Source: an optimization exercise on an open RTL-to-GDS flow (aim: small area, a short achievable clock period and few clock cycles per item). Production flows keep margins and buffers that such runs may drop.
In this exercise RTL edits were held to simulation tests only and were not proved equivalent to the original.
Power figures rest on the tool's default switching activity, not on a simulated workload.

**flow/run.sh**
```bash
#!/bin/bash
# Standard ORFS layout (the standard.sh), with plain buf_2 port buffers and a
# setup margin so that the repair steps size the logic for a shorter period.
set -euo pipefail
bash standard.sh "BUFFER_PORTS_ARGS=-buffer_cell sky130_fd_sc_hd__buf_2" SETUP_SLACK_MARGIN=8.5 finish > standard.log 2>&1
```
**config.mk**
```make
export PLATFORM = sky130hd
export DESIGN_NAME = ALU_top
export DESIGN_NICKNAME = ALU_top
export VERILOG_FILES = /design/flow/design.v
export SDC_FILE = /design/flow/constraint.sdc
export NUM_CORES = 4
export LEC_CHECK = 0
export ABC_AREA = 1
export CAP_MARGIN = 20
export CORE_MARGIN = 2
export CORE_UTILIZATION = 40
export SLEW_MARGIN = 20
```
**design.v**
```verilog
module ALU_top(
    input soc_clk,
    input reset,
    input [31:0] ALU_dat1,
    input [31:0] ALU_dat2,
    input [5:0] Instruction_from_CU,
    output ALU_overflow,
    output ALU_con_met,
    output ALU_zero,
    output ALU_err,
    output ALU_ready,
    output [31:0] ALU_out,
    output ALU_accept
);
    reg busy;
    always @(posedge soc_clk) begin
        if (reset) busy <= 1'b0;
        else       busy <= ~busy;
    end
    assign ALU_accept = ~busy;
    assign ALU_ready  = busy;
    assign ALU_err    = 1'b0;
    wire [31:0] a = ALU_dat1;
    wire [31:0] b = ALU_dat2;
    wire [5:0]  c = Instruction_from_CU;
    wire is_beq  = (c == 6'd4);
    wire is_bne  = (c == 6'd5);
    wire is_blt  = (c == 6'd6);
    wire is_bge  = (c == 6'd7);
    wire is_bltu = (c == 6'd8);
    wire is_bgeu = (c == 6'd9);
    wire is_add  = (c == 6'd18) | (c == 6'd27);
    wire is_sub  = (c == 6'd28);
    wire is_sll  = (c == 6'd24) | (c == 6'd29);
    wire is_srl  = (c == 6'd25) | (c == 6'd33);
    wire is_sra  = (c == 6'd26) | (c == 6'd34);
    wire is_slt  = (c == 6'd19) | (c == 6'd30);
    wire is_sltu = (c == 6'd20) | (c == 6'd31);
    wire is_xor  = (c == 6'd21) | (c == 6'd32);
    wire is_or   = (c == 6'd22) | (c == 6'd35);
    wire is_and  = (c == 6'd23) | (c == 6'd36);
    wire do_sub = ~c[5] & (~c[4] | (c[3] & c[2]) | (~c[3] & ~c[2] & c[1] & c[0]) |
                           (~c[3] & c[2] & ~c[1] & ~c[0]));
    wire [31:0] bx = b ^ {32{do_sub}};
    wire [31:0] p  = a ^ bx;
    wire [31:0] g  = a & bx;
    wire [31:0] G0 = {g[31:1], g[0] | (p[0] & do_sub)};
    wire [31:0] P0 = p;
    wire [31:0] G1, P1;
    assign G1[0] = G0[0];
    assign P1[0] = P0[0];
    assign G1[1] = G0[1] | (P0[1] & G0[0]);
    assign P1[1] = P0[1] & P0[0];
    assign G1[2] = G0[2];
    assign P1[2] = P0[2];
    assign G1[3] = G0[3] | (P0[3] & G0[2]);
    assign P1[3] = P0[3] & P0[2];
    assign G1[4] = G0[4];
    assign P1[4] = P0[4];
    assign G1[5] = G0[5] | (P0[5] & G0[4]);
    assign P1[5] = P0[5] & P0[4];
    assign G1[6] = G0[6];
    assign P1[6] = P0[6];
    assign G1[7] = G0[7] | (P0[7] & G0[6]);
    assign P1[7] = P0[7] & P0[6];
    assign G1[8] = G0[8];
    assign P1[8] = P0[8];
    assign G1[9] = G0[9] | (P0[9] & G0[8]);
    assign P1[9] = P0[9] & P0[8];
    assign G1[10] = G0[10];
    assign P1[10] = P0[10];
    assign G1[11] = G0[11] | (P0[11] & G0[10]);
    assign P1[11] = P0[11] & P0[10];
    assign G1[12] = G0[12];
    assign P1[12] = P0[12];
    assign G1[13] = G0[13] | (P0[13] & G0[12]);
    assign P1[13] = P0[13] & P0[12];
    assign G1[14] = G0[14];
    assign P1[14] = P0[14];
    assign G1[15] = G0[15] | (P0[15] & G0[14]);
    assign P1[15] = P0[15] & P0[14];
    assign G1[16] = G0[16];
    assign P1[16] = P0[16];
    assign G1[17] = G0[17] | (P0[17] & G0[16]);
    assign P1[17] = P0[17] & P0[16];
    assign G1[18] = G0[18];
    assign P1[18] = P0[18];
    assign G1[19] = G0[19] | (P0[19] & G0[18]);
    assign P1[19] = P0[19] & P0[18];
    assign G1[20] = G0[20];
    assign P1[20] = P0[20];
    assign G1[21] = G0[21] | (P0[21] & G0[20]);
    assign P1[21] = P0[21] & P0[20];
    assign G1[22] = G0[22];
    assign P1[22] = P0[22];
    assign G1[23] = G0[23] | (P0[23] & G0[22]);
    assign P1[23] = P0[23] & P0[22];
    assign G1[24] = G0[24];
    assign P1[24] = P0[24];
    assign G1[25] = G0[25] | (P0[25] & G0[24]);
    assign P1[25] = P0[25] & P0[24];
    assign G1[26] = G0[26];
    assign P1[26] = P0[26];
    assign G1[27] = G0[27] | (P0[27] & G0[26]);
    assign P1[27] = P0[27] & P0[26];
    assign G1[28] = G0[28];
    assign P1[28] = P0[28];
    assign G1[29] = G0[29] | (P0[29] & G0[28]);
    assign P1[29] = P0[29] & P0[28];
    assign G1[30] = G0[30];
    assign P1[30] = P0[30];
    assign G1[31] = G0[31] | (P0[31] & G0[30]);
    assign P1[31] = P0[31] & P0[30];
    wire [31:0] G2, P2;
    assign G2[0] = G1[0];
    assign P2[0] = P1[0];
    assign G2[1] = G1[1];
    assign P2[1] = P1[1];
    assign G2[2] = G1[2];
    assign P2[2] = P1[2];
    assign G2[3] = G1[3] | (P1[3] & G1[1]);
    assign P2[3] = P1[3] & P1[1];
    assign G2[4] = G1[4];
    assign P2[4] = P1[4];
    assign G2[5] = G1[5];
    assign P2[5] = P1[5];
    assign G2[6] = G1[6];
    assign P2[6] = P1[6];
    assign G2[7] = G1[7] | (P1[7] & G1[5]);
    assign P2[7] = P1[7] & P1[5];
    assign G2[8] = G1[8];
    assign P2[8] = P1[8];
    assign G2[9] = G1[9];
    assign P2[9] = P1[9];
    assign G2[10] = G1[10];
    assign P2[10] = P1[10];
    assign G2[11] = G1[11] | (P1[11] & G1[9]);
    assign P2[11] = P1[11] & P1[9];
    assign G2[12] = G1[12];
    assign P2[12] = P1[12];
    assign G2[13] = G1[13];
    assign P2[13] = P1[13];
    assign G2[14] = G1[14];
    assign P2[14] = P1[14];
    assign G2[15] = G1[15] | (P1[15] & G1[13]);
    assign P2[15] = P1[15] & P1[13];
    assign G2[16] = G1[16];
    assign P2[16] = P1[16];
    assign G2[17] = G1[17];
    assign P2[17] = P1[17];
    assign G2[18] = G1[18];
    assign P2[18] = P1[18];
    assign G2[19] = G1[19] | (P1[19] & G1[17]);
    assign P2[19] = P1[19] & P1[17];
    assign G2[20] = G1[20];
    assign P2[20] = P1[20];
    assign G2[21] = G1[21];
    assign P2[21] = P1[21];
    assign G2[22] = G1[22];
    assign P2[22] = P1[22];
    assign G2[23] = G1[23] | (P1[23] & G1[21]);
    assign P2[23] = P1[23] & P1[21];
    assign G2[24] = G1[24];
    assign P2[24] = P1[24];
    assign G2[25] = G1[25];
    assign P2[25] = P1[25];
    assign G2[26] = G1[26];
    assign P2[26] = P1[26];
    assign G2[27] = G1[27] | (P1[27] & G1[25]);
    assign P2[27] = P1[27] & P1[25];
    assign G2[28] = G1[28];
    assign P2[28] = P1[28];
    assign G2[29] = G1[29];
    assign P2[29] = P1[29];
    assign G2[30] = G1[30];
    assign P2[30] = P1[30];
    assign G2[31] = G1[31] | (P1[31] & G1[29]);
    assign P2[31] = P1[31] & P1[29];
    wire [31:0] G3, P3;
    assign G3[0] = G2[0];
    assign P3[0] = P2[0];
    assign G3[1] = G2[1];
    assign P3[1] = P2[1];
    assign G3[2] = G2[2];
    assign P3[2] = P2[2];
    assign G3[3] = G2[3];
    assign P3[3] = P2[3];
    assign G3[4] = G2[4];
    assign P3[4] = P2[4];
    assign G3[5] = G2[5];
    assign P3[5] = P2[5];
    assign G3[6] = G2[6];
    assign P3[6] = P2[6];
    assign G3[7] = G2[7] | (P2[7] & G2[3]);
    assign P3[7] = P2[7] & P2[3];
    assign G3[8] = G2[8];
    assign P3[8] = P2[8];
    assign G3[9] = G2[9];
    assign P3[9] = P2[9];
    assign G3[10] = G2[10];
    assign P3[10] = P2[10];
    assign G3[11] = G2[11];
    assign P3[11] = P2[11];
    assign G3[12] = G2[12];
    assign P3[12] = P2[12];
    assign G3[13] = G2[13];
    assign P3[13] = P2[13];
    assign G3[14] = G2[14];
    assign P3[14] = P2[14];
    assign G3[15] = G2[15] | (P2[15] & G2[11]);
    assign P3[15] = P2[15] & P2[11];
    assign G3[16] = G2[16];
    assign P3[16] = P2[16];
    assign G3[17] = G2[17];
    assign P3[17] = P2[17];
    assign G3[18] = G2[18];
    assign P3[18] = P2[18];
    assign G3[19] = G2[19];
    assign P3[19] = P2[19];
    assign G3[20] = G2[20];
    assign P3[20] = P2[20];
    assign G3[21] = G2[21];
    assign P3[21] = P2[21];
    assign G3[22] = G2[22];
    assign P3[22] = P2[22];
    assign G3[23] = G2[23] | (P2[23] & G2[19]);
    assign P3[23] = P2[23] & P2[19];
    assign G3[24] = G2[24];
    assign P3[24] = P2[24];
    assign G3[25] = G2[25];
    assign P3[25] = P2[25];
    assign G3[26] = G2[26];
    assign P3[26] = P2[26];
    assign G3[27] = G2[27];
    assign P3[27] = P2[27];
    assign G3[28] = G2[28];
    assign P3[28] = P2[28];
    assign G3[29] = G2[29];
    assign P3[29] = P2[29];
    assign G3[30] = G2[30];
    assign P3[30] = P2[30];
    assign G3[31] = G2[31] | (P2[31] & G2[27]);
    assign P3[31] = P2[31] & P2[27];
    wire [31:0] G4, P4;
    assign G4[0] = G3[0];
    assign P4[0] = P3[0];
    assign G4[1] = G3[1];
    assign P4[1] = P3[1];
    assign G4[2] = G3[2];
    assign P4[2] = P3[2];
    assign G4[3] = G3[3];
    assign P4[3] = P3[3];
    assign G4[4] = G3[4];
    assign P4[4] = P3[4];
    assign G4[5] = G3[5];
    assign P4[5] = P3[5];
    assign G4[6] = G3[6];
    assign P4[6] = P3[6];
    assign G4[7] = G3[7];
    assign P4[7] = P3[7];
    assign G4[8] = G3[8];
    assign P4[8] = P3[8];
    assign G4[9] = G3[9];
    assign P4[9] = P3[9];
    assign G4[10] = G3[10];
    assign P4[10] = P3[10];
    assign G4[11] = G3[11];
    assign P4[11] = P3[11];
    assign G4[12] = G3[12];
    assign P4[12] = P3[12];
    assign G4[13] = G3[13];
    assign P4[13] = P3[13];
    assign G4[14] = G3[14];
    assign P4[14] = P3[14];
    assign G4[15] = G3[15] | (P3[15] & G3[7]);
    assign P4[15] = P3[15] & P3[7];
    assign G4[16] = G3[16];
    assign P4[16] = P3[16];
    assign G4[17] = G3[17];
    assign P4[17] = P3[17];
    assign G4[18] = G3[18];
    assign P4[18] = P3[18];
    assign G4[19] = G3[19];
    assign P4[19] = P3[19];
    assign G4[20] = G3[20];
    assign P4[20] = P3[20];
    assign G4[21] = G3[21];
    assign P4[21] = P3[21];
    assign G4[22] = G3[22];
    assign P4[22] = P3[22];
    assign G4[23] = G3[23];
    assign P4[23] = P3[23];
    assign G4[24] = G3[24];
    assign P4[24] = P3[24];
    assign G4[25] = G3[25];
    assign P4[25] = P3[25];
    assign G4[26] = G3[26];
    assign P4[26] = P3[26];
    assign G4[27] = G3[27];
    assign P4[27] = P3[27];
    assign G4[28] = G3[28];
    assign P4[28] = P3[28];
    assign G4[29] = G3[29];
    assign P4[29] = P3[29];
    assign G4[30] = G3[30];
    assign P4[30] = P3[30];
    assign G4[31] = G3[31] | (P3[31] & G3[23]);
    assign P4[31] = P3[31] & P3[23];
    wire [31:0] G5, P5;
    assign G5[0] = G4[0];
    assign P5[0] = P4[0];
    assign G5[1] = G4[1];
    assign P5[1] = P4[1];
    assign G5[2] = G4[2];
    assign P5[2] = P4[2];
    assign G5[3] = G4[3];
    assign P5[3] = P4[3];
    assign G5[4] = G4[4];
    assign P5[4] = P4[4];
    assign G5[5] = G4[5];
    assign P5[5] = P4[5];
    assign G5[6] = G4[6];
    assign P5[6] = P4[6];
    assign G5[7] = G4[7];
    assign P5[7] = P4[7];
    assign G5[8] = G4[8];
    assign P5[8] = P4[8];
    assign G5[9] = G4[9];
    assign P5[9] = P4[9];
    assign G5[10] = G4[10];
    assign P5[10] = P4[10];
    assign G5[11] = G4[11];
    assign P5[11] = P4[11];
    assign G5[12] = G4[12];
    assign P5[12] = P4[12];
    assign G5[13] = G4[13];
    assign P5[13] = P4[13];
    assign G5[14] = G4[14];
    assign P5[14] = P4[14];
    assign G5[15] = G4[15];
    assign P5[15] = P4[15];
    assign G5[16] = G4[16];
    assign P5[16] = P4[16];
    assign G5[17] = G4[17];
    assign P5[17] = P4[17];
    assign G5[18] = G4[18];
    assign P5[18] = P4[18];
    assign G5[19] = G4[19];
    assign P5[19] = P4[19];
    assign G5[20] = G4[20];
    assign P5[20] = P4[20];
    assign G5[21] = G4[21];
    assign P5[21] = P4[21];
    assign G5[22] = G4[22];
    assign P5[22] = P4[22];
    assign G5[23] = G4[23];
    assign P5[23] = P4[23];
    assign G5[24] = G4[24];
    assign P5[24] = P4[24];
    assign G5[25] = G4[25];
    assign P5[25] = P4[25];
    assign G5[26] = G4[26];
    assign P5[26] = P4[26];
    assign G5[27] = G4[27];
    assign P5[27] = P4[27];
    assign G5[28] = G4[28];
    assign P5[28] = P4[28];
    assign G5[29] = G4[29];
    assign P5[29] = P4[29];
    assign G5[30] = G4[30];
    assign P5[30] = P4[30];
    assign G5[31] = G4[31] | (P4[31] & G4[15]);
    assign P5[31] = P4[31] & P4[15];
    wire [31:0] G6, P6;
    assign G6[0] = G5[0];
    assign P6[0] = P5[0];
    assign G6[1] = G5[1];
    assign P6[1] = P5[1];
    assign G6[2] = G5[2];
    assign P6[2] = P5[2];
    assign G6[3] = G5[3];
    assign P6[3] = P5[3];
    assign G6[4] = G5[4];
    assign P6[4] = P5[4];
    assign G6[5] = G5[5];
    assign P6[5] = P5[5];
    assign G6[6] = G5[6];
    assign P6[6] = P5[6];
    assign G6[7] = G5[7];
    assign P6[7] = P5[7];
    assign G6[8] = G5[8];
    assign P6[8] = P5[8];
    assign G6[9] = G5[9];
    assign P6[9] = P5[9];
    assign G6[10] = G5[10];
    assign P6[10] = P5[10];
    assign G6[11] = G5[11];
    assign P6[11] = P5[11];
    assign G6[12] = G5[12];
    assign P6[12] = P5[12];
    assign G6[13] = G5[13];
    assign P6[13] = P5[13];
    assign G6[14] = G5[14];
    assign P6[14] = P5[14];
    assign G6[15] = G5[15];
    assign P6[15] = P5[15];
    assign G6[16] = G5[16];
    assign P6[16] = P5[16];
    assign G6[17] = G5[17];
    assign P6[17] = P5[17];
    assign G6[18] = G5[18];
    assign P6[18] = P5[18];
    assign G6[19] = G5[19];
    assign P6[19] = P5[19];
    assign G6[20] = G5[20];
    assign P6[20] = P5[20];
    assign G6[21] = G5[21];
    assign P6[21] = P5[21];
    assign G6[22] = G5[22];
    assign P6[22] = P5[22];
    assign G6[23] = G5[23] | (P5[23] & G5[15]);
    assign P6[23] = P5[23] & P5[15];
    assign G6[24] = G5[24];
    assign P6[24] = P5[24];
    assign G6[25] = G5[25];
    assign P6[25] = P5[25];
    assign G6[26] = G5[26];
    assign P6[26] = P5[26];
    assign G6[27] = G5[27];
    assign P6[27] = P5[27];
    assign G6[28] = G5[28];
    assign P6[28] = P5[28];
    assign G6[29] = G5[29];
    assign P6[29] = P5[29];
    assign G6[30] = G5[30];
    assign P6[30] = P5[30];
    assign G6[31] = G5[31];
    assign P6[31] = P5[31];
    wire [31:0] G7, P7;
    assign G7[0] = G6[0];
    assign P7[0] = P6[0];
    assign G7[1] = G6[1];
    assign P7[1] = P6[1];
    assign G7[2] = G6[2];
    assign P7[2] = P6[2];
    assign G7[3] = G6[3];
    assign P7[3] = P6[3];
    assign G7[4] = G6[4];
    assign P7[4] = P6[4];
    assign G7[5] = G6[5];
    assign P7[5] = P6[5];
    assign G7[6] = G6[6];
    assign P7[6] = P6[6];
    assign G7[7] = G6[7];
    assign P7[7] = P6[7];
    assign G7[8] = G6[8];
    assign P7[8] = P6[8];
    assign G7[9] = G6[9];
    assign P7[9] = P6[9];
    assign G7[10] = G6[10];
    assign P7[10] = P6[10];
    assign G7[11] = G6[11] | (P6[11] & G6[7]);
    assign P7[11] = P6[11] & P6[7];
    assign G7[12] = G6[12];
    assign P7[12] = P6[12];
    assign G7[13] = G6[13];
    assign P7[13] = P6[13];
    assign G7[14] = G6[14];
    assign P7[14] = P6[14];
    assign G7[15] = G6[15];
    assign P7[15] = P6[15];
    assign G7[16] = G6[16];
    assign P7[16] = P6[16];
    assign G7[17] = G6[17];
    assign P7[17] = P6[17];
    assign G7[18] = G6[18];
    assign P7[18] = P6[18];
    assign G7[19] = G6[19] | (P6[19] & G6[15]);
    assign P7[19] = P6[19] & P6[15];
    assign G7[20] = G6[20];
    assign P7[20] = P6[20];
    assign G7[21] = G6[21];
    assign P7[21] = P6[21];
    assign G7[22] = G6[22];
    assign P7[22] = P6[22];
    assign G7[23] = G6[23];
    assign P7[23] = P6[23];
    assign G7[24] = G6[24];
    assign P7[24] = P6[24];
    assign G7[25] = G6[25];
    assign P7[25] = P6[25];
    assign G7[26] = G6[26];
    assign P7[26] = P6[26];
    assign G7[27] = G6[27] | (P6[27] & G6[23]);
    assign P7[27] = P6[27] & P6[23];
    assign G7[28] = G6[28];
    assign P7[28] = P6[28];
    assign G7[29] = G6[29];
    assign P7[29] = P6[29];
    assign G7[30] = G6[30];
    assign P7[30] = P6[30];
    assign G7[31] = G6[31];
    assign P7[31] = P6[31];
    wire [31:0] G8, P8;
    assign G8[0] = G7[0];
    assign P8[0] = P7[0];
    assign G8[1] = G7[1];
    assign P8[1] = P7[1];
    assign G8[2] = G7[2];
    assign P8[2] = P7[2];
    assign G8[3] = G7[3];
    assign P8[3] = P7[3];
    assign G8[4] = G7[4];
    assign P8[4] = P7[4];
    assign G8[5] = G7[5] | (P7[5] & G7[3]);
    assign P8[5] = P7[5] & P7[3];
    assign G8[6] = G7[6];
    assign P8[6] = P7[6];
    assign G8[7] = G7[7];
    assign P8[7] = P7[7];
    assign G8[8] = G7[8];
    assign P8[8] = P7[8];
    assign G8[9] = G7[9] | (P7[9] & G7[7]);
    assign P8[9] = P7[9] & P7[7];
    assign G8[10] = G7[10];
    assign P8[10] = P7[10];
    assign G8[11] = G7[11];
    assign P8[11] = P7[11];
    assign G8[12] = G7[12];
    assign P8[12] = P7[12];
    assign G8[13] = G7[13] | (P7[13] & G7[11]);
    assign P8[13] = P7[13] & P7[11];
    assign G8[14] = G7[14];
    assign P8[14] = P7[14];
    assign G8[15] = G7[15];
    assign P8[15] = P7[15];
    assign G8[16] = G7[16];
    assign P8[16] = P7[16];
    assign G8[17] = G7[17] | (P7[17] & G7[15]);
    assign P8[17] = P7[17] & P7[15];
    assign G8[18] = G7[18];
    assign P8[18] = P7[18];
    assign G8[19] = G7[19];
    assign P8[19] = P7[19];
    assign G8[20] = G7[20];
    assign P8[20] = P7[20];
    assign G8[21] = G7[21] | (P7[21] & G7[19]);
    assign P8[21] = P7[21] & P7[19];
    assign G8[22] = G7[22];
    assign P8[22] = P7[22];
    assign G8[23] = G7[23];
    assign P8[23] = P7[23];
    assign G8[24] = G7[24];
    assign P8[24] = P7[24];
    assign G8[25] = G7[25] | (P7[25] & G7[23]);
    assign P8[25] = P7[25] & P7[23];
    assign G8[26] = G7[26];
    assign P8[26] = P7[26];
    assign G8[27] = G7[27];
    assign P8[27] = P7[27];
    assign G8[28] = G7[28];
    assign P8[28] = P7[28];
    assign G8[29] = G7[29] | (P7[29] & G7[27]);
    assign P8[29] = P7[29] & P7[27];
    assign G8[30] = G7[30];
    assign P8[30] = P7[30];
    assign G8[31] = G7[31];
    assign P8[31] = P7[31];
    wire [31:0] G9, P9;
    assign G9[0] = G8[0];
    assign P9[0] = P8[0];
    assign G9[1] = G8[1];
    assign P9[1] = P8[1];
    assign G9[2] = G8[2] | (P8[2] & G8[1]);
    assign P9[2] = P8[2] & P8[1];
    assign G9[3] = G8[3];
    assign P9[3] = P8[3];
    assign G9[4] = G8[4] | (P8[4] & G8[3]);
    assign P9[4] = P8[4] & P8[3];
    assign G9[5] = G8[5];
    assign P9[5] = P8[5];
    assign G9[6] = G8[6] | (P8[6] & G8[5]);
    assign P9[6] = P8[6] & P8[5];
    assign G9[7] = G8[7];
    assign P9[7] = P8[7];
    assign G9[8] = G8[8] | (P8[8] & G8[7]);
    assign P9[8] = P8[8] & P8[7];
    assign G9[9] = G8[9];
    assign P9[9] = P8[9];
    assign G9[10] = G8[10] | (P8[10] & G8[9]);
    assign P9[10] = P8[10] & P8[9];
    assign G9[11] = G8[11];
    assign P9[11] = P8[11];
    assign G9[12] = G8[12] | (P8[12] & G8[11]);
    assign P9[12] = P8[12] & P8[11];
    assign G9[13] = G8[13];
    assign P9[13] = P8[13];
    assign G9[14] = G8[14] | (P8[14] & G8[13]);
    assign P9[14] = P8[14] & P8[13];
    assign G9[15] = G8[15];
    assign P9[15] = P8[15];
    assign G9[16] = G8[16] | (P8[16] & G8[15]);
    assign P9[16] = P8[16] & P8[15];
    assign G9[17] = G8[17];
    assign P9[17] = P8[17];
    assign G9[18] = G8[18] | (P8[18] & G8[17]);
    assign P9[18] = P8[18] & P8[17];
    assign G9[19] = G8[19];
    assign P9[19] = P8[19];
    assign G9[20] = G8[20] | (P8[20] & G8[19]);
    assign P9[20] = P8[20] & P8[19];
    assign G9[21] = G8[21];
    assign P9[21] = P8[21];
    assign G9[22] = G8[22] | (P8[22] & G8[21]);
    assign P9[22] = P8[22] & P8[21];
    assign G9[23] = G8[23];
    assign P9[23] = P8[23];
    assign G9[24] = G8[24] | (P8[24] & G8[23]);
    assign P9[24] = P8[24] & P8[23];
    assign G9[25] = G8[25];
    assign P9[25] = P8[25];
    assign G9[26] = G8[26] | (P8[26] & G8[25]);
    assign P9[26] = P8[26] & P8[25];
    assign G9[27] = G8[27];
    assign P9[27] = P8[27];
    assign G9[28] = G8[28] | (P8[28] & G8[27]);
    assign P9[28] = P8[28] & P8[27];
    assign G9[29] = G8[29];
    assign P9[29] = P8[29];
    assign G9[30] = G8[30] | (P8[30] & G8[29]);
    assign P9[30] = P8[30] & P8[29];
    assign G9[31] = G8[31];
    assign P9[31] = P8[31];
    wire [31:0] cg = G9;    
    wire        pall = P9[31];    
    wire [31:0] sum = p ^ {cg[30:0], do_sub};
    wire ltu = ~cg[31];                            
    wire lts = (a[31] ^ b[31]) ? a[31] : sum[31];  
    wire eq  = pall;                               
    wire ovf = (a[31] == bx[31]) & (sum[31] != a[31]);
    wire [31:0] a_rev;
    wire [31:0] sh_r, sh_rev;
    genvar gi;
    generate
        for (gi = 0; gi < 32; gi = gi + 1) begin : REV
            assign a_rev[gi]  = a[31-gi];
            assign sh_rev[gi] = sh_r[31-gi];
        end
    endgenerate
    wire [31:0] sh_in = is_sll ? a_rev : a;
    wire        fill  = is_sra & a[31];
    wire [31:0] r0 = b[0] ? {fill, sh_in[31:1]} : sh_in;
    wire [31:0] r1 = b[1] ? {{2{fill}}, r0[31:2]} : r0;
    wire [31:0] r2 = b[2] ? {{4{fill}}, r1[31:4]} : r1;
    wire [31:0] r3 = b[3] ? {{8{fill}}, r2[31:8]} : r2;
    assign sh_r = b[4] ? {{16{fill}}, r3[31:16]} : r3;
    wire        sel_sum = is_add | is_sub;
    wire [31:0] res_o =
        ({32{is_sll}} & sh_rev) |
        ({32{is_srl | is_sra}} & sh_r) |
        ({32{is_xor | is_or}} & p) |
        ({32{is_and | is_or}} & g);
    wire [31:0] cin_v = {cg[30:0], do_sub};
    wire [31:0] res0 = res_o | ({32{sel_sum}} & p);
    wire [31:0] res1 = res_o | ({32{sel_sum}} & ~p);
    wire [31:0] res;
    generate
        for (gi = 0; gi < 32; gi = gi + 1) begin : RES
            if (gi == 0) begin : B0
                assign res[gi] = (cin_v[gi] ? res1[gi] : res0[gi]) | slt_bit;
            end else begin : BN
                assign res[gi] = cin_v[gi] ? res1[gi] : res0[gi];
            end
        end
    endgenerate
    wire sdiff = a[31] ^ b[31];
    wire lts0  = sdiff ? a[31] : p[31];     
    wire lts1  = sdiff ? a[31] : ~p[31];    
    wire slt_bit = (cg[31] ? 1'b0 : is_sltu) | (cg[30] ? (is_slt & lts1) : (is_slt & lts0));
    wire cm_u  = cg[31] ? is_bgeu : is_bltu;
    wire cm_s  = cg[30] ? ((is_blt & lts1) | (is_bge & ~lts1)) : ((is_blt & lts0) | (is_bge & ~lts0));
    wire cm    = (is_beq & eq) | (is_bne & ~eq) | cm_u | cm_s;
    reg [31:0] out_r;
    reg        ovf_r, cm_r;
    always @(posedge soc_clk) begin
        out_r <= res;
        ovf_r <= (is_add | is_sub) & ovf;
        cm_r  <= cm;
    end
    assign ALU_out      = out_r;
    assign ALU_overflow = ovf_r;
    assign ALU_con_met  = cm_r;
    assign ALU_zero     = ~|out_r;
endmodule
```
**standard.sh**
```bash
#!/bin/bash
# synth_recipe.tcl (not shown) runs the flow's synth.tcl, then flattens the netlist and writes it again
# the make line also repeats each setting of config.mk as NAME=value (left out here)
make -C /OpenROAD-flow-scripts/flow DESIGN_CONFIG=/design/flow/config.mk WORK_HOME=/design/flow/orfs CLKGATE_MAP_FILE= SYNTH_SCRIPT=/design/flow/synth_recipe.tcl "${@:-finish}"
```
**constraint.sdc**
```tcl
create_clock -name core_clock -period 14.0 [get_ports {soc_clk}]
set_input_delay 2.8000 -clock core_clock [delete_from_list [all_inputs] [get_ports {soc_clk}]]
set_output_delay 2.8000 -clock core_clock [all_outputs]
set_load 0.01 [all_outputs]
```
==> run notes, run 1 <==
layout cells sized above 1=19.7%; Final min period=5.51 ns; WP data arrival=5.68 ns; Avg Vias per Cell=5.75; Iter 0 DRT Violations=820; Row Count=43; Seq cells post-synth=35; routed len/inst=18.9 um; maximum fanout along the worst path=7; I/O pin count=110; Max-cap violations=0; detailed placement HPWL=18.9 mm; nets=1217; RD Place Congestion=0.997; die footprint=15300 um2; Post-Route Utilization=50.2%; largest family of logic cells by synthesized area=simple AND/OR/NAND/NOR gates; status=no timing/DRC/antenna violations; worst skew pair latency=0.28 ns; Initial Util=41.2%; Crit. End Element=flip-flop; routing usage on met1=45.3%; power per cell area=74.2 nW/um2; Synth-to-Final Area Change=21.7%; DRT Pass-1 Iters=5; Cell Area, Synth=5750 um2; vias in the first global route=6236; Mapped Cells=1012; switching share of power=46.0%; main flop type after synthesis=dfxtp_1; residual DRC count=0; Period Utilization, post-route=39.4%; Worst slew margin=38.4%; grt ovf=0; post-synthesis mux area share=1.57%; worst slew pin tran=0.922 ns; port bufs=108; Placeable Area=13900 um2; Hold Path Class=flip-flop to flip-flop; Post-Syn Area per Cell=5.68 um2; M3 GR Usage=5.13%; maximum vdd ir drop=0.0414 mV; Synth Area in Compound Gates=21.8%; sequential share of the synthesized area=12.2%; Syn Nets=1116; startpoint types=input pin; diode count=0; setup violators final=0; global route hottest layer=met2; combinational share of power=56.4%; Die Height=124 um; Clock power frac=21.2%; clock sink count=35; H-tree levels=2; Post-Synth XOR/XNOR Area=4.57%; WL final=24.4 mm; fmax=181 MHz; simple-gate portion of the synthesized area=41.8%; global-route wire length before repair=35.4 mm; clock skew=0 ns; Post-Synth Adder-Cell Area=6.97%; Final Hold Viols=0; fin area=7000 um2; RSZ-0062 raised after global routing=true; final slew viol count=0; Placed Area=6330 um2; Max Root-Sink Buffers=2; Post-synth EDFFs=0; asr flop ratio synth=0%; Die X-Extent=124 um; leakage power total=3.36 nW; Synth warnings=1; setup TNS=0 ns; Post-DRT Antenna Nets=0; All-Layer GR Usage=31.1%; Global Route met2 Usage=45.5%; antenna violations before repair=0; TritonCTS buffer count=5; Pint=280 uW; Setup CP Type=input pin to flip-flop; largest net degree at the start of global routing=80; Clock transition at path regs=0.06 ns; Vias=7439; library cells used by synthesis=45; power share of the sequential group=22.4%; CTS tree=built; Sw Pwr=239 uW; required time worst endpoint=14.17 ns; CTS root buffer=clkbuf_16
## cell usage in the layout (no fill, tap or decap), types with 7 or more instances in the layout
| cell type | Yosys | layout |
|---|---|---|
| nor4_1 | 14 | 11 |
| dfxtp_1 | 35 | 35 |
| buf_4 | 8 | 31 |
| o21ai_1 | 28 | 32 |
| nand2_4 | 4 | 10 |
| o21ai_0 | 83 | 79 |
| ha_1 | 32 | 32 |
| nand4_1 | 21 | 21 |
| a21oi_1 | 29 | 25 |
| buf_2 | 4 | 101 |
| or2_1 | 8 | 8 |
| o211ai_1 | 18 | 18 |
| nand3_1 | 131 | 127 |
| nor2_1 | 56 | 51 |
| o22ai_1 | 7 | 7 |
| nand2_1 | 259 | 256 |
| a22oi_1 | 20 | 20 |
| or2_2 | 7 | 7 |
| a31oi_1 | 7 | 7 |
| inv_1 | 100 | 93 |
| mux2i_1 | 9 | 9 |
| nand2_2 | 17 | 13 |
| xnor2_1 | 26 | 25 |
| o2111ai_1 | 7 | 7 |
## layout make-up
class	instances	area (um2)
repair inverters	2	12.5
well taps	180	225
repair buffers	140	847
flip-flops and latches	35	701
fillers	1499	6940
inverters	109	429
clock inverters	2	12.5
clock buffers	6	129
multi-input cells	820	4640
## Yosys cell counts (20+ instances only)
library cell  instances  area (um2)
nand2_1             259         972
nand3_1             131         656
inv_1               100         375
o21ai_0              83         415
nor2_1               56         210
dfxtp_1              35         701
clkbuf_1             33         124
ha_1                 32         400
a21oi_1              29         145
o21ai_1              28         140
xnor2_1              26         228
nand4_1              21         131
a22oi_1              20         150
## registers in the layout (all words and copies together), names as in the netlist
name and flops:
ovf_r 1, out_r 32, busy 1, cm_r 1
## routing by layer
metal  up-vias  part of all wire [%]
li1       3659                     -
met1      3336                    45
met2       398                    42
met3        46                   9.6
met4         0                   4.2
met5         -                     0
## per-stage QoR
step / power (mW) / hold WS [ns] / cells / setup slack [ns]
6_report: 0.519 / 0.434 / 1294 / 8.49
3_3_place_gp: 0.376 / 0.420 / 1255 / 7.73
4_1_cts: 0.492 / 0.438 / 1271 / 8.50
3_5_place_dp: 0.374 / 0.426 / 1255 / 7.74
5_1_grt: 0.554 / 0.459 / 1294 / 8.32
2_1_floorplan: 0.296 / 0.454 / 1012 / 8.54
## kinds of logic (layout without fill, tap and decap cells)
logic type                 after synthesis  after routing
AOI/OAI and AO/OA                      214            214
muxes                                    9              9
DFF                                     35             35
adders and majority gates               32             32
xor gates and xnor gates                30             30
buffers and inverters                  159            259
and+or+nand+nor                        532            534
other                                    1              1
## repair_timing
| item | in CTS | in global routing |
|---|---|---|
| buffers inserted | 5 | 22 |
| endpoints found under the setup margin | 34 | 34 |
| gates cloned | 3 | 1 |
| hold buffers | 0 | 0 |
| resized for setup | 20 | 53 |
| pin swaps | 8 | 34 |
## path summary, 6_finish.rpt
kind                          start        end  slack, ns  depth (start not counted)
max reg2reg                    busy       busy      13.50                          1
min                            busy       busy       0.43                          1
min reg2reg                    busy       busy       0.43                          1
max          Instruction_from_CU[4]  out_r[31]       8.49                         22
## worst max-delay path, stage by stage
cell	delay (ns)
buf_2	0.12
inv_1	0.08
a21oi_2	0.16
nand3_4	0.14
nand2_8	0.14
buf_12	0.12
xnor2_1	0.12
ha_1	0.29
nand2_1	0.14
nand2_1	0.07
a21oi_1	0.13
o21bai_1	0.15
a221oi_1	0.45
nand2_4	0.12
nand2_2	0.08
nand2_2	0.07
nand2_2	0.09
nand2_2	0.07
nand2_4	0.12
nand2_4	0.07
nand3_2	0.07
nand3_2	0.08
## power by group through the flow
stage	sequential, mW	clock (mW)	combinational (mW)
2_1_floorplan	0.121	0	0.174
3_5_place_dp	0.118	0	0.256
3_3_place_gp	0.118	0	0.258
4_1_cts	0.116	0.112	0.264
5_1_grt	0.117	0.116	0.321
6_report	0.116	0.110	0.293
Testbench counts, summed over its fixed seeds: cycles 24,000, items 12,000.
==> run 2, diff against run 1 <==
==> flow/run.sh (replaced) <==
#!/bin/bash
# Standard ORFS layout (the standard.sh), with plain buf_2 port buffers and a
# setup margin so that the repair steps size the logic for a shorter period.
set -euo pipefail
bash standard.sh "BUFFER_PORTS_ARGS=-buffer_cell sky130_fd_sc_hd__buf_2" SETUP_SLACK_MARGIN=8.0 finish > standard.log 2>&1
==> run notes, run 2 <==
status=no timing/DRC/antenna violations; antenna violations before repair=0 (unchanged); worst skew pair latency=0.28 ns (about the same); placed cells=1255 (unchanged); non-filler instance count after layout=1264 (-2.3%); Iter 0 DRT Violations=843 (+2.8%); worst slew pin tran=0.971 ns (+0.0487 ns); CTS root buffer=clkbuf_16; global-route wire length before repair=34.7 mm (-1.9%); maximum vdd ir drop=0.0412 mV (-0.40%); Post-DRT Antenna Nets=0 (unchanged); required time worst endpoint=14.10 ns (-0.07 ns); CTS tree=built; fmax=174 MHz (-4.1%); Worst Reg-to-Reg Cells=1 (unchanged); library cells used by synthesis=45 (unchanged); Sw Pwr=226 uW (-5.5%); routing usage on met1=44.8% (-0.47 points); R2R Path Start=busy; H-tree levels=2 (unchanged); Die X-Extent=124 um (unchanged); Final Hold Viols=0 (unchanged); grt ovf=0 (unchanged); Cell Area, Synth=5750 um2 (unchanged); Avg Vias per Cell=5.67 (-1.4%); leading cell type in the layout, fill and taps excluded=nand2_1; clock skew=0 ns (unchanged); R2R setup slack=13.50 ns (about the same); Row Count=43 (unchanged); WP data arrival=5.84 ns (+0.16 ns); asr flop ratio synth=0% (unchanged); Clock power frac=22.3% (+1.1 points); layout cells sized above 1=15.0% (-4.6 points); Post-Syn Area per Cell=5.68 um2 (unchanged); Mapped Cells=1012 (unchanged); Hold Crit Start=busy; detailed placement HPWL=18.9 mm (unchanged); die footprint=15300 um2 (unchanged); Top reg by flops=out_r; Worst Hold Depth=1 (unchanged); DRT Pass-1 Iters=5 (unchanged); WL final=23.6 mm (-3.4%); TritonCTS buffer count=5 (unchanged); power per cell area=75.4 nW/um2 (+1.6%); Worst slew margin=35.2% (-3.3 points); main flop type after synthesis=dfxtp_1; Placeable Area=13900 um2 (unchanged); residual DRC count=0 (unchanged); max reg flops=32 (unchanged); setup violators final=0 (unchanged); Syn Nets=1116 (unchanged); Die Height=124 um (unchanged); Final min period=5.75 ns (+0.233 ns); startpoint types=input pin; multi-input logic area=4450 um2 (-4.1%); Post-synth EDFFs=0 (unchanged); Period Utilization, post-route=41.0% (+1.7 points); setup TNS=0 ns (unchanged); All-Layer GR Usage=30.5% (-0.59 points); Initial Util=41.2% (unchanged); RSZ-0062 raised after global routing=true; clock sink count=35 (unchanged); final slew viol count=0 (unchanged); Max Root-Sink Buffers=2 (unchanged); area share of the largest cell type after synthesis=16.9% (unchanged); Hold Path Class=flip-flop to flip-flop; routed len/inst=18.7 um (-1.1%); port bufs=108 (unchanged); Crit. End Element=flip-flop; Max-cap violations=0 (unchanged); power share of the sequential group=23.6% (+1.2 points); largest net degree at the start of global routing=80 (unchanged); largest cells by area after synthesis=nand2_1 17%, dfxtp_1 12%, nand3_1 11%; leading area contributor after synthesis=nand2_1; nets=1187 (-2.5%); combinational share of power=54.0% (-2.4 points); Layout fillers=1550 (+3.4%); most frequent cells after synthesis=259 x nand2_1, 131 x nand3_1, 100 x inv_1; maximum fanout along the worst path=79 (+72); most frequent cell after synthesis=nand2_1; Global Route met2 Usage=44.3% (-1.3 points); Vias=7166 (-3.7%); Seq cells post-synth=35 (unchanged); Pint=266 uW (-5.1%); sequential share of the synthesized area=12.2% (unchanged); Crit. Startpoint=Instruction_from_CU[1]; I/O pin count=110 (unchanged); Synth-to-Final Area Change=13.4%; # Post-CTS Setup Buffers=0 (-5); M3 GR Usage=4.44% (-0.69 points); diode count=0 (unchanged); Sequential Area=701 um2 (unchanged); Setup CP Type=input pin to flip-flop; leakage power total=3.15 nW (-6.3%); Synth warnings=1 (unchanged); vias in the first global route=6136 (-1.6%); Clock transition at path regs=0.05 ns (about the same); RD Place Congestion=0.997 (unchanged); most frequent cells in the layout=259 x nand2_1, 131 x nand3_1, 107 x buf_2, 99 x inv_1, 83 x o21ai_0; Min Hold Slack=0.434 ns (-0.0000470 ns); switching share of power=45.9% (-0.092 points); global route hottest layer=met1
run 2: metal layers:
metal	vias up	wire, um
met3	39	2460
met5	-	0
met4	0	980
li1	3582	-
met2	386	9700
met1	3159	10500
run 2: through the flow:
stage / util (%) / total power, mW / instance area [um2] / worst slack (ns)
2_1_floorplan: - / 0.296 / 5750 / 8.54
3_3_place_gp: 45.4 / 0.376 / 6330 / 7.73
3_5_place_dp: 45.4 / 0.374 / 6330 / 7.74
4_1_cts: 46.4 / 0.485 / 6470 / 8.03
5_1_grt: 46.8 / 0.528 / 6520 / 7.98
6_report: 46.8 / 0.492 / 6520 / 8.25
run 2: power by group through the flow:
stage	combinational, mW	clock (mW)	sequential (mW)
after floorplan	0.174	0	0.121
after global placement	0.258	0	0.118
after detailed placement	0.256	0	0.118
after CTS	0.257	0.112	0.116
after global routing	0.295	0.116	0.117
final	0.266	0.110	0.116
run 2: what timing repair did:
| item | in CTS | in global routing |
|---|---|---|
| resized for setup | 0 | 8 |
| hold buffers | 0 | 0 |
| setup endpoints to repair | 0 | 28 |
run 2: worst paths after layout:
path,end
setup / recovery,out_r[5]
hold / removal,busy
setup reg to reg,busy
hold reg to reg,busy
run 2: final cells by class:
| class | count | area share (%) |
|---|---|---|
| multi-input combinational | 818 | 68.3 |
| sequential | 35 | 10.7 |
| timing repair buffer | 113 | 8.96 |
| inverter | 109 | 6.33 |
| tap | 180 | 3.45 |
| clock buffer | 6 | 1.98 |
| clock inverter | 2 | 0.192 |
| timing repair inverter | 1 | 0.0768 |
run 2: cell families (layout without fill, tap and decap cells):
logic type      Yosys count  in the layout  synth area share (%)
fa+ha+maj                32             32                  6.97
mux                       9              9                  1.57
xor+xnor                 30             30                  4.57
compound gates          214            214                  21.8
other cells               1              1                0.0652
buf+inv                 159            231                  11.0
flops                    35             35                  12.2
simple gates            532            532                  41.8
run 2: critical path, stage by stage:
cell and delay (ns):
buf_2 0.13, nor2_1 0.22, nand3_1 0.13, nand2_2 0.08
buf_6 0.43, inv_2 0.32, nand2_1 0.14, nand2_1 0.07
nand2_1 0.05, o21ai_1 0.13, mux2i_1 0.32, nand2_1 0.08
o21ai_0 0.11, o21ai_0 0.19, or2_1 0.29, nand3_1 0.08
o2111ai_1 0.23
==> run 3, diff against run 2 <==
--- a/config.mk
+++ b/config.mk
@@ -10,3 +10,4 @@
 export CORE_MARGIN = 2
-export CORE_UTILIZATION = 40
+export CORE_UTILIZATION = 60
+export CTS_BUF_LIST = sky130_fd_sc_hd__clkbuf_8
 export SLEW_MARGIN = 20
==> run notes, run 3 <==
status=no timing/DRC/antenna violations; clock skew=0 ns (unchanged); routed len/inst=18.0 um (-3.4%); max incr delay on CP=0.44 ns (about the same); RD Place Congestion=1.08 (+7.8%); max reg flops=32 (unchanged); WL final=21.9 mm (-7.5%); Period Utilization, post-route=41.1% (+0.062 points); Top reg by flops=out_r; Synth warnings=1 (unchanged); vias in the first global route=6468 (+5.4%); Syn Nets=1116 (unchanged); All-Layer GR Usage=41.8% (+11 points); Max Root-Sink Buffers=2 (unchanged); area share of the largest cell type after synthesis=16.9% (unchanged); cell breakdown of the critical path=buf_2, nor2_1, nand3_1, nand2_2, clkbuf_8, inv_2, nand2_1, nand3_1, nand3_1, o21ai_0, o21ai_0, o21ai_0, o21ai_0, nor2_1, nor2_1, nand2_1; Cell Area, Synth=5750 um2 (unchanged); Post-Syn Area per Cell=5.68 um2 (unchanged); layout cells sized above 1=15.2% (+0.12 points); leading cell type in the layout, fill and taps excluded=nand2_1; WHS Endpoint=busy; Synth-to-Final Area Change=11.4%; Placeable Area=9280 um2 (-33%); Post-synth EDFFs=0 (unchanged); startpoint types=input pin; Die X-Extent=102 um (-18%); library cells used by synthesis=45 (unchanged); Final Hold Viols=0 (unchanged); Hold Path Class=flip-flop to flip-flop; largest cells by area after synthesis=nand2_1 17%, dfxtp_1 12%, nand3_1 11%; CTS root buffer=clkbuf_8; Crit. End Element=flip-flop; die footprint=10400 um2 (-32%); port bufs=108 (unchanged); most frequent cell after synthesis=nand2_1; Worst slew margin=37.2% (+2.0 points); maximum vdd ir drop=0.0441 mV (+6.9%); Power Total=475 uW (-3.4%); R2R Path Start=busy; maximum fanout along the worst path=79 (unchanged); worst skew pair latency=0.29 ns (about the same); sequential share of the synthesized area=12.2% (unchanged); R2R setup slack=13.50 ns (about the same); Post-Route Utilization=68.9% (+22 points); Post-DRT Antenna Nets=0 (unchanged); CP most frequent cell=o21ai_0; main flop type after synthesis=dfxtp_1; leading area contributor after synthesis=nand2_1; setup violators final=0 (unchanged); grt ovf=0 (unchanged); Final min period=5.75 ns (+0.00871 ns); largest net degree at the start of global routing=80 (unchanged); clock sink count=35 (unchanged); Max-cap violations=0 (unchanged); Vias=7515 (+4.9%); diode count=0 (unchanged); setup TNS=0 ns (unchanged); global-route wire length before repair=33.5 mm (-3.5%); WP data arrival=5.92 ns (+0.08 ns); Hold Crit Start=busy; Initial Util=61.9% (+21 points); Mapped Cells=1012 (unchanged); fmax=174 MHz (-0.15%); Worst Reg-to-Reg Cells=1 (unchanged); power per cell area=74.2 nW/um2 (-1.6%); worst slew pin tran=0.942 ns (-0.0294 ns); residual DRC count=0 (unchanged); Min Hold Slack=0.443 ns (+0.00874 ns); CTS tree=built; most frequent cells after synthesis=259 x nand2_1, 131 x nand3_1, 100 x inv_1; Iter 0 DRT Violations=1187 (+41%); Die Height=102 um (-18%); Setup CP Type=input pin to flip-flop; DRT Pass-1 Iters=9 (+4); required time worst endpoint=14.17 ns (+0.07 ns); # Post-CTS Setup Buffers=0 (unchanged); most frequent cells in the layout=259 x nand2_1, 131 x nand3_1, 108 x buf_2, 99 x inv_1, 83 x o21ai_0; detailed placement HPWL=17.4 mm (-8.3%); Seq cells post-synth=35 (unchanged); RSZ-0062 raised after global routing=false; antenna violations before repair=0 (unchanged); leakage power total=3.12 nW (-0.94%); TritonCTS buffer count=5 (unchanged); asr flop ratio synth=0% (unchanged); final slew viol count=0 (unchanged); Worst Hold Depth=1 (unchanged); H-tree levels=2 (unchanged); Crit Reg-Reg Endpoint=busy; Avg Vias per Cell=6.21 (+9.5%); nets=1185 (-0.17%); Row Count=35 (-19%); Clock transition at path regs=0.08 ns (+0.03 ns); I/O pin count=110 (unchanged); CP max stage cell=o21ai_0
==> run 3: cell counts after synthesis <==
No cell type changed its count.
==> run 3: where the power goes <==
part	internal (mW)	total [mW]	switching, mW
Sequential	0.110	0.116	0.00593
Combinational	0.0897	0.265	0.175
Clock	0.0531	0.0945	0.0415
Total	0.252	0.475	0.223
==> run 3: layout make-up <==
class | count | area, um2
repair inverters | 3 | 15.0
multi-input cells | 818 | 4440
flip-flops and latches | 35 | 701
clock inverters | 3 | 43.8
repair buffers | 109 | 554
well taps | 129 | 161
inverters | 109 | 422
clock buffers | 5 | 68.8
fillers | 982 | 2880
==> run 3: worst max path at each step <==
stage	startpoint	endpoint	slack [ns]	cells past startpoint
global placement	ALU_dat2[4]	cm_r	7.70	19
finish	Instruction_from_CU[1]	out_r[21]	8.25	16
floorplan	Instruction_from_CU[2]	out_r[0]	8.54	25
detailed placement	ALU_dat2[4]	out_r[14]	7.66	19
CTS	Instruction_from_CU[1]	out_r[28]	8.06	22
global route	Instruction_from_CU[1]	out_r[14]	8.00	22
==> run 3: through the flow <==
stage               area (um2)  instances  setup slack [ns]
floorplan                 5750       1012              8.54
global placement          6230       1200              7.70
detailed placement        6230       1200              7.66
CTS                       6350       1208              8.06
global route              6400       1211              8.00
finish                    6400       1211              8.25
==> run 3: routing by layer <==
layer	routed length, um	up-vias	GRT usage (%)
li1	-	3586	-
met1	8740	3269	59.0
met2	8640	580	60.1
met3	3350	80	10.4
met4	1130	0	18.2
met5	0	-	0
==> run 3: logic make-up after synthesis <==
logic type / after synthesis / share of synthesized area (%)
AND/OR/NAND/NOR: 532 / 41.8
multiplexers: 9 / 1.57
flip-flops: 35 / 12.2
XOR/XNOR: 30 / 4.57
other: 1 / 0.0652
adder cells (fa/ha/maj): 32 / 6.97
AO/OA/AOI/OAI: 214 / 21.8
buffers and inverters: 159 / 11.0
==> run 3: critical path, delay by kind of cell <==
family / cells / cell delay, ns
AO/OA/AOI/OAI: 4 / 1.13
buffers and inverters: 3 / 0.80
AND/OR/NAND/NOR: 9 / 1.12
==> run 3: timing repair <==
item / in CTS / in global routing
resized for setup: 1 / 8
endpoints found under the setup margin: 4 / 29
cloned: 0 / 3
hold buffers: 0 / 0
==> run 4, diff against run 3 <==
--- a/config.mk
+++ b/config.mk
@@ -11,3 +11,3 @@
 export CORE_UTILIZATION = 60
-export CTS_BUF_LIST = sky130_fd_sc_hd__clkbuf_8
+export GPL_TIMING_DRIVEN = 1
 export SLEW_MARGIN = 20
==> run notes, run 4 <==
nets=1185 (unchanged); placed cells=1200 (unchanged); CP max stage cell=o21ai_0; leading cell type in the layout, fill and taps excluded=nand2_1; leakage power total=3.12 nW (unchanged); I/O pin count=110 (unchanged); Final Hold Viols=0 (unchanged); Clock transition at path regs=0.08 ns (about the same); Synth warnings=1 (unchanged); CP most frequent cell=o21ai_0; Sequential Area=701 um2 (unchanged); Mapped Cells=1012 (unchanged); max reg flops=32 (unchanged); setup violators final=0 (unchanged); Cell Area, Synth=5750 um2 (unchanged); Post-DRT Antenna Nets=0 (unchanged); CTS root buffer=clkbuf_8; Synth Area in Compound Gates=21.8% (unchanged); final slew viol count=0 (unchanged); Post-Synth Adder-Cell Area=6.97% (unchanged); Global Route met2 Usage=60.1% (unchanged); worst slew pin tran=0.942 ns (unchanged); clock sink count=35 (unchanged); die footprint=10400 um2 (unchanged); Final min period=5.75 ns (unchanged); WL final=21.9 mm (unchanged); Top reg by flops=out_r; largest family of logic cells by synthesized area=simple AND/OR/NAND/NOR gates; grt ovf=0 (unchanged); Avg Vias per Cell=6.21 (unchanged); M3 GR Usage=10.4% (unchanged); Vias=7515 (unchanged); diode count=0 (unchanged); Period Utilization, post-route=41.1% (unchanged); residual DRC count=0 (unchanged); required time worst endpoint=14.17 ns (about the same); port bufs=108 (unchanged); RD Place Congestion=1.08 (unchanged); routing usage on met1=59.0% (unchanged); max incr delay on CP=0.44 ns (about the same); cell breakdown of the critical path=buf_2, nor2_1, nand3_1, nand2_2, clkbuf_8, inv_2, nand2_1, nand3_1, nand3_1, o21ai_0, o21ai_0, o21ai_0, o21ai_0, nor2_1, nor2_1, nand2_1; asr flop ratio synth=0% (unchanged); Synth-to-Final Area Change=11.4% (unchanged); global route hottest layer=met2; library cells used by synthesis=45 (unchanged); largest cells by area after synthesis=nand2_1 17%, dfxtp_1 12%, nand3_1 11%; H-tree levels=2 (unchanged); multi-input logic area=4440 um2 (unchanged); antenna violations before repair=0 (unchanged); Min Hold Slack=0.443 ns (unchanged); Post-Route Utilization=68.9% (unchanged); Die X-Extent=102 um (unchanged); Die Height=102 um (unchanged); Iter 0 DRT Violations=1187 (unchanged); non-filler instance count after layout=1211 (unchanged); largest net degree at the start of global routing=80 (unchanged); Placeable Area=9280 um2 (unchanged); power per cell area=74.2 nW/um2 (unchanged); Setup CP Type=input pin to flip-flop; Syn Nets=1116 (unchanged); CTS tree=built; Initial Util=61.9% (unchanged); fmax=174 MHz (unchanged); post-synthesis mux area share=1.57% (unchanged); All-Layer GR Usage=41.8% (unchanged); Power Total=475 uW (unchanged); main flop type after synthesis=dfxtp_1; detailed placement HPWL=17.4 mm (unchanged); routed len/inst=18.0 um (unchanged); Seq cells post-synth=35 (unchanged); setup TNS=0 ns (unchanged); Layout fillers=982 (unchanged); Post-Syn Area per Cell=5.68 um2 (unchanged); maximum fanout along the worst path=79 (unchanged); Max-cap violations=0 (unchanged); vias in the first global route=6468 (unchanged); Crit. End Element=flip-flop; Row Count=35 (unchanged); RSZ-0062 raised after global routing=false; simple-gate portion of the synthesized area=41.8% (unchanged); TritonCTS buffer count=5 (unchanged); maximum vdd ir drop=0.0441 mV (unchanged); leading area contributor after synthesis=nand2_1; area share of the largest cell type after synthesis=16.9% (unchanged); most frequent cell after synthesis=nand2_1; layout cells sized above 1=15.2% (unchanged); Post-synth EDFFs=0 (unchanged); worst skew pair latency=0.29 ns (about the same); startpoint types=input pin; Post-Synth XOR/XNOR Area=4.57% (unchanged); DRT Pass-1 Iters=9 (unchanged); most frequent cells in the layout=259 x nand2_1, 131 x nand3_1, 108 x buf_2, 99 x inv_1, 83 x o21ai_0; sequential share of the synthesized area=12.2% (unchanged); Hold Path Class=flip-flop to flip-flop; clock skew=0 ns (unchanged); Max Root-Sink Buffers=2 (unchanged); global-route wire length before repair=33.5 mm (unchanged); WP data arrival=5.92 ns (about the same); Worst slew margin=37.2% (unchanged); most frequent cells after synthesis=259 x nand2_1, 131 x nand3_1, 100 x inv_1; status=no timing/DRC/antenna violations
-- run 4: repair_timing --
| action | CTS | global route |
|---|---|---|
| resized for setup | 1 | 8 |
| gates cloned | 0 | 3 |
| hold buffers | 0 | 0 |
| pin swaps | 0 | 0 |
| setup buffers | 0 | 0 |
| endpoints found under the setup margin | 4 | 29 |
-- run 4: where the power goes --
group	switching (mW)	leakage [nW]	internal [mW]
registers	0.00593	0.287	0.110
clock network	0.0415	0.0581	0.0531
logic	0.175	2.78	0.0897
total	0.223	3.12	0.252
-- run 4: cell type report --
| type | count | area share [%] |
|---|---|---|
| Clock buffer | 5 | 1.08 |
| Clock inverter | 3 | 0.684 |
| Inverter | 109 | 6.59 |
| Multi-Input combinational cell | 818 | 69.3 |
| Sequential cell | 35 | 10.9 |
| Tap cell | 129 | 2.52 |
| Timing Repair Buffer | 109 | 8.66 |
| Timing Repair inverter | 3 | 0.235 |
-- run 4: kinds of logic (layout without fill, tap and decap cells) --
kind of cell	count (synthesis)	count (layout)
xor gates and xnor gates	30	30
buffers and inverters	159	229
DFF	35	35
and+or+nand+nor	532	532
other	1	1
muxes	9	9
AOI/OAI and AO/OA	214	214
adders and majority gates	32	32
-- run 4: final timing paths --
check / startpoint / endpoint / slack (ns) / depth (start not counted)
worst max register to register: busy / busy / 13.50 / 1
worst min-delay path: busy / busy / 0.44 / 1
worst min register to register: busy / busy / 0.44 / 1
worst max-delay path: Instruction_from_CU[1] / out_r[21] / 8.25 / 16
-- run 4: stage by stage --
step | setup WS (ns) | instance area [um2]
2_1_floorplan | 8.54 | 5750
3_3_place_gp | 7.70 | 6230
3_5_place_dp | 7.66 | 6230
4_1_cts | 8.06 | 6350
5_1_grt | 8.00 | 6400
6_report | 8.25 | 6400
-- run 4: routing by layer --
metal	wire length, um	vias up	share of wire (%)
met5	0	-	0
met4	1130	0	5.2
met3	3350	80	15
met2	8640	580	40
met1	8740	3269	40
li1	-	3586	-
-- run 4: worst max-delay path, delay by kind of cell --
family,cells,cell delay [ns]
buf+inv,3,0.80
compound gates,4,1.13
simple gates,9,1.12
==> run 5, diff against run 4 <==
--- a/config.mk
+++ b/config.mk
@@ -11,3 +11,2 @@
 export CORE_UTILIZATION = 60
-export GPL_TIMING_DRIVEN = 1
 export SLEW_MARGIN = 20
==> run notes, run 5 <==
multi-input logic area=4440 um2 (unchanged); RSZ-0062 raised after global routing=false; most frequent cell after synthesis=nand2_1; area share of the largest cell type after synthesis=16.9% (unchanged); port bufs=108 (unchanged); worst skew pair latency=0.29 ns (about the same); Post-synth EDFFs=0 (unchanged); diode count=0 (unchanged); routed len/inst=18.0 um (unchanged); Sw Pwr=223 uW (unchanged); status=no timing/DRC/antenna violations; switching share of power=46.9% (unchanged); non-filler instance count after layout=1211 (unchanged); Post-Route Utilization=68.9% (unchanged); maximum vdd ir drop=0.0441 mV (unchanged); Hold Path Class=flip-flop to flip-flop; sequential share of the synthesized area=12.2% (unchanged); Clock transition at path regs=0.08 ns (about the same); Die X-Extent=102 um (unchanged); Worst path depth=16 (unchanged); Pint=252 uW (unchanged); library cells used by synthesis=45 (unchanged); clock skew=0 ns (unchanged); leading area contributor after synthesis=nand2_1; DRT Pass-1 Iters=9 (unchanged); residual DRC count=0 (unchanged); Row Count=35 (unchanged); fmax=174 MHz (unchanged); largest net degree at the start of global routing=80 (unchanged); max incr delay on CP=0.44 ns (about the same); All-Layer GR Usage=41.8% (unchanged); TritonCTS buffer count=5 (unchanged); Max-cap violations=0 (unchanged); RD Place Congestion=1.08 (unchanged); global-route wire length before repair=33.5 mm (unchanged); vias in the first global route=6468 (unchanged); most frequent cells in the layout=259 x nand2_1, 131 x nand3_1, 108 x buf_2, 99 x inv_1, 83 x o21ai_0; clock sink count=35 (unchanged); Syn Nets=1116 (unchanged); largest cells by area after synthesis=nand2_1 17%, dfxtp_1 12%, nand3_1 11%; Cell Area, Synth=5750 um2 (unchanged); power per cell area=74.2 nW/um2 (unchanged); # Post-CTS Setup Buffers=0 (unchanged); worst slack, placed=7.66 ns (unchanged); Setup CP Type=input pin to flip-flop; Final min period=5.75 ns (unchanged); Clock power frac=19.9% (about the same); startpoint types=input pin; most frequent cells after synthesis=259 x nand2_1, 131 x nand3_1, 100 x inv_1; Post-DRT Antenna Nets=0 (unchanged); worst slew pin tran=0.942 ns (unchanged); CP max stage cell=o21ai_0; max reg flops=32 (unchanged); Period Utilization, post-route=41.1% (unchanged); final slew viol count=0 (unchanged); Top reg by flops=out_r; I/O pin count=110 (unchanged); CP Buf/Inv Count=3 (unchanged); Seq cells post-synth=35 (unchanged); Mapped Cells=1012 (unchanged); CP delay by family, top=compound AO/OA/AOI/OAI gates; Sequential Area=701 um2 (unchanged); Initial Util=61.9% (unchanged); combinational share of power=55.8% (about the same); CTS root buffer=clkbuf_8; CP most frequent cell=o21ai_0; Avg Vias per Cell=6.21 (unchanged); setup TNS=0 ns (unchanged); Post-Syn Area per Cell=5.68 um2 (unchanged); Vias=7515 (unchanged); WP data arrival=5.92 ns (about the same); Worst Hold Depth=1 (unchanged); Min Hold Slack=0.443 ns (unchanged); Worst slew margin=37.2% (unchanged); main flop type after synthesis=dfxtp_1; placed cells=1200 (unchanged); Layout fillers=982 (unchanged); Worst Reg-to-Reg Cells=1 (unchanged); layout cells sized above 1=15.2% (unchanged); grt ovf=0 (unchanged); leakage power total=3.12 nW (unchanged); die footprint=10400 um2 (unchanged); Power Total=475 uW (unchanged); WL final=21.9 mm (unchanged); Final Hold Viols=0 (unchanged); required time worst endpoint=14.17 ns (about the same); setup slack after layout=8.25 ns (unchanged); Placed Area=6230 um2 (unchanged); Placeable Area=9280 um2 (unchanged); Max Root-Sink Buffers=2 (unchanged); Synth-to-Final Area Change=11.4% (unchanged); leading cell type in the layout, fill and taps excluded=nand2_1; power share of the sequential group=24.3% (about the same); fin area=6400 um2 (unchanged); detailed placement HPWL=17.4 mm (unchanged); Crit. End Element=flip-flop; setup violators final=0 (unchanged); Iter 0 DRT Violations=1187 (unchanged); Synth warnings=1 (unchanged); asr flop ratio synth=0% (unchanged); H-tree levels=2 (unchanged); nets=1185 (unchanged); Die Height=102 um (unchanged); CTS tree=built; maximum fanout along the worst path=79 (unchanged); antenna violations before repair=0 (unchanged); cell breakdown of the critical path=buf_2, nor2_1, nand3_1, nand2_2, clkbuf_8, inv_2, nand2_1, nand3_1, nand3_1, o21ai_0, o21ai_0, o21ai_0, o21ai_0, nor2_1, nor2_1, nand2_1
-- run 5: cell counts after synthesis --
Identical to the previous run, type by type.
-- run 5: final cells by class --
cell class / instances / area share, %
clock buffers: 5 / 1.08
clock inverters: 3 / 0.684
inverters: 109 / 6.59
multi-input cells: 818 / 69.3
flip-flops and latches: 35 / 10.9
well taps: 129 / 2.52
repair buffers: 109 / 8.66
repair inverters: 3 / 0.235
-- run 5: final timing paths --
check                                            start        end  slack, ns
worst max-delay path            Instruction_from_CU[1]  out_r[21]       8.25
worst min-delay path                              busy       busy       0.44
worst max register to register                    busy       busy      13.50
worst min register to register                    busy       busy       0.44
-- run 5: power by group through the flow --
stage               Combinational [mW]  Clock [mW]  Sequential (mW)
finish                           0.265      0.0945            0.116
global route                     0.291      0.0984            0.116
CTS                              0.252      0.0929            0.115
detailed placement               0.251           0            0.118
global placement                 0.248           0            0.117
floorplan                        0.174           0            0.121
-- run 5: per-layer routing --
metal  up-vias  GRT usage [%]  wire length, um
met5         -              0                0
met4         0           18.2             1130
met3        80           10.4             3350
met2       580           60.1             8640
met1      3269           59.0             8740
li1       3586              -                -
-- run 5: cell families after synthesis --
family / after synthesis / synth area share (%)
other: 1 / 0.0652
muxes: 9 / 1.57
buffers and inverters: 159 / 11.0
DFF: 35 / 12.2
adders and majority gates: 32 / 6.97
and+or+nand+nor: 532 / 41.8
AOI/OAI and AO/OA: 214 / 21.8
xor gates and xnor gates: 30 / 4.57
-- run 5: what timing repair did --
action / in CTS / in global routing
pin swaps: 0 / 0
hold buffers: 0 / 0
setup endpoints to repair: 4 / 29
resized for setup: 1 / 8
hold endpoints to repair: 0 / 0
gates cloned: 0 / 3
==> run 6, diff against run 5 <==
==> flow/run.sh (replaced) <==
#!/bin/bash
# Standard ORFS layout (the standard.sh), with plain buf_2 port buffers and a
# setup margin so that the repair steps size the logic for a shorter period.
set -euo pipefail
bash standard.sh "BUFFER_PORTS_ARGS=-buffer_cell sky130_fd_sc_hd__buf_2" SETUP_SLACK_MARGIN=8.3 finish > standard.log 2>&1
==> run notes, run 6 <==
Placeable Area=9280 um2 (unchanged); M3 GR Usage=9.23% (-1.2 points); worst skew pair latency=0.29 ns (about the same); Cell Area, Synth=5750 um2 (unchanged); maximum vdd ir drop=0.0443 mV (+0.51%); Min Hold Slack=0.442 ns (-0.000253 ns); Max-cap violations=0 (unchanged); asr flop ratio synth=0% (unchanged); Crit. End Element=flip-flop; Top reg by flops=out_r; Die Height=102 um (unchanged); I/O pin count=110 (unchanged); Sequential Area=701 um2 (unchanged); Period Utilization, post-route=40.1% (-1.0 points); placed cells=1200 (unchanged); Synth-to-Final Area Change=16.8%; Post-Syn Area per Cell=5.68 um2 (unchanged); Hold Path Class=flip-flop to flip-flop; startpoint types=input pin; Post-CTS Hold Buffers=0 (unchanged); most frequent cells after synthesis=259 x nand2_1, 131 x nand3_1, 100 x inv_1; die footprint=10400 um2 (unchanged); WL final=23.1 mm (+5.8%); power per cell area=73.2 nW/um2 (-1.3%); leading cell type in the layout, fill and taps excluded=nand2_1; R2R setup slack=13.50 ns (about the same); area share of the largest cell type after synthesis=16.9% (unchanged); Final min period=5.61 ns (-0.140 ns); max reg flops=32 (unchanged); Mapped Cells=1012 (unchanged); multi-input logic area=4580 um2 (+3.3%); vias in the first global route=6460 (-0.12%); Post-synth EDFFs=0 (unchanged); antenna violations before repair=0 (unchanged); final slew viol count=0 (unchanged); Post-Route Utilization=72.3% (+3.4 points); global-route wire length before repair=33.6 mm (+0.50%); routing usage on met1=60.0% (+1.0 points); grt ovf=0 (unchanged); Seq cells post-synth=35 (unchanged); RD Place Congestion=1.08 (unchanged); cell breakdown of the critical path=buf_12, inv_6, nor2_4, nand2_4, nand3_4, nand2_8, xnor2_2, ha_1, nand2_2, nand2_2, a31oi_1, nand2_1, inv_1, nor2_2, a211oi_2, nand2_4, nand2_4, nand2_4, nand2_2, nand2_2, or2_2, nand3_1, nand4_1; fmax=178 MHz (+2.5%); main flop type after synthesis=dfxtp_1; clock sink count=35 (unchanged); diode count=0 (unchanged); sequential share of the synthesized area=12.2% (unchanged); most frequent cells in the layout=257 x nand2_1, 128 x nand3_1, 103 x buf_2, 96 x inv_1, 82 x o21ai_0; leakage power total=3.28 nW (+5.0%); Initial Util=61.9% (unchanged); nets=1203 (+1.5%); non-filler instance count after layout=1229 (+1.5%); setup violators final=0 (unchanged); maximum fanout along the worst path=5 (-94%); Syn Nets=1116 (unchanged); largest cells by area after synthesis=nand2_1 17%, dfxtp_1 12%, nand3_1 11%; max incr delay on CP=0.34 ns (-0.10 ns); residual DRC count=0 (unchanged); clock skew=0 ns (unchanged); Clock transition at path regs=0.07 ns (about the same); Row Count=35 (unchanged); most frequent cell after synthesis=nand2_1; Avg Vias per Cell=6.30 (+1.4%); Worst slew margin=39.5% (+2.4 points); port bufs=108 (unchanged); Synth warnings=1 (unchanged); Die X-Extent=102 um (unchanged); library cells used by synthesis=45 (unchanged); worst slew pin tran=0.904 ns (-0.0378 ns); setup TNS=0 ns (unchanged); global route hottest layer=met2; detailed placement HPWL=17.4 mm (unchanged); RSZ-0062 raised after global routing=true; largest net degree at the start of global routing=80 (unchanged); H-tree levels=2 (unchanged); Setup CP Type=input pin to flip-flop; Vias=7737 (+3.0%); WP data arrival=5.77 ns (-0.15 ns); All-Layer GR Usage=42.0% (+0.17 points); CP max stage cell=ha_1; routed len/inst=18.8 um (+4.3%); Layout fillers=912 (-7.1%); TritonCTS buffer count=5 (unchanged); CTS root buffer=clkbuf_8; DRT Pass-1 Iters=8 (-1); Global Route met2 Usage=60.1% (about the same); status=no timing/DRC/antenna violations; Post-DRT Antenna Nets=0 (unchanged); leading area contributor after synthesis=nand2_1; CTS tree=built; CP delay by family, top=simple AND/OR/NAND/NOR gates; Max Root-Sink Buffers=2 (unchanged); Iter 0 DRT Violations=1192 (+0.42%); required time worst endpoint=14.16 ns (about the same); Final Hold Viols=0 (unchanged); layout cells sized above 1=17.9% (+2.8 points); CP Buf/Inv Count=3 (unchanged)
==> run 6: cell counts after synthesis <==
Identical to the previous run, type by type.
==> run 6: area by class of cell <==
class	count	share of cell area, %
inverters	109	6.48
flip-flops and latches	35	10.4
clock buffers	5	1.02
repair buffers	125	10.6
well taps	129	2.40
clock inverters	3	0.652
repair inverters	2	0.149
multi-input cells	821	68.2
==> run 6: worst paths after layout <==
| kind | startpoint | end | cells past startpoint |
|---|---|---|---|
| setup / recovery | Instruction_from_CU[2] | out_r[28] | 23 |
| hold / removal | busy | busy | 1 |
| setup reg to reg | busy | busy | 1 |
| hold reg to reg | busy | busy | 1 |
==> run 6: report_power, final <==
part	leakage [nW]	internal, mW	total (mW)	switching [mW]
logic	2.93	0.0972	0.282	0.185
clock network	0.0581	0.0530	0.0942	0.0411
registers	0.287	0.110	0.116	0.00593
total	3.28	0.260	0.492	0.232
==> run 6: what timing repair did <==
action	in CTS	in global routing
cloned	0	5
endpoints found under the setup margin	24	31
gates resized for setup	6	51
setup buffers	0	16
endpoints found under the hold margin	0	0
pin swaps	0	19
==> run 6: cell families (layout without fill, tap and decap cells) <==
kind of cell	Yosys count	after routing	share of synthesized area (%)
AOI/OAI and AO/OA	214	214	21.8
buffers and inverters	159	244	11.0
adders and majority gates	32	32	6.97
other	1	1	0.0652
xor gates and xnor gates	30	30	4.57
muxes	9	9	1.57
DFF	35	35	12.2
and+or+nand+nor	532	535	41.8
==> run 6: stage by stage <==
stage	setup WS, ns	instance area (um2)	power (mW)
final	8.39	6720	0.492
after global routing	8.23	6720	0.522
after CTS	8.31	6370	0.462
after detailed placement	7.66	6230	0.368
after floorplan	8.54	5750	0.296
after global placement	7.70	6230	0.365
==> run 6: per-layer routing <==
| metal | part of all wire, % | up-vias |
|---|---|---|
| met5 | 0 | - |
| met4 | 5.9 | 0 |
| met3 | 15 | 109 |
| met2 | 40 | 639 |
| met1 | 39 | 3365 |
| li1 | - | 3624 |

Check on run 6: ideal ports give 8.386 ns setup slack; a clkbuf_16 on the clock port and buf_2 on the inputs give 8.350 ns; moving port delays by the midpoint clock arrival (0.322 ns) as well gives 8.028 ns.
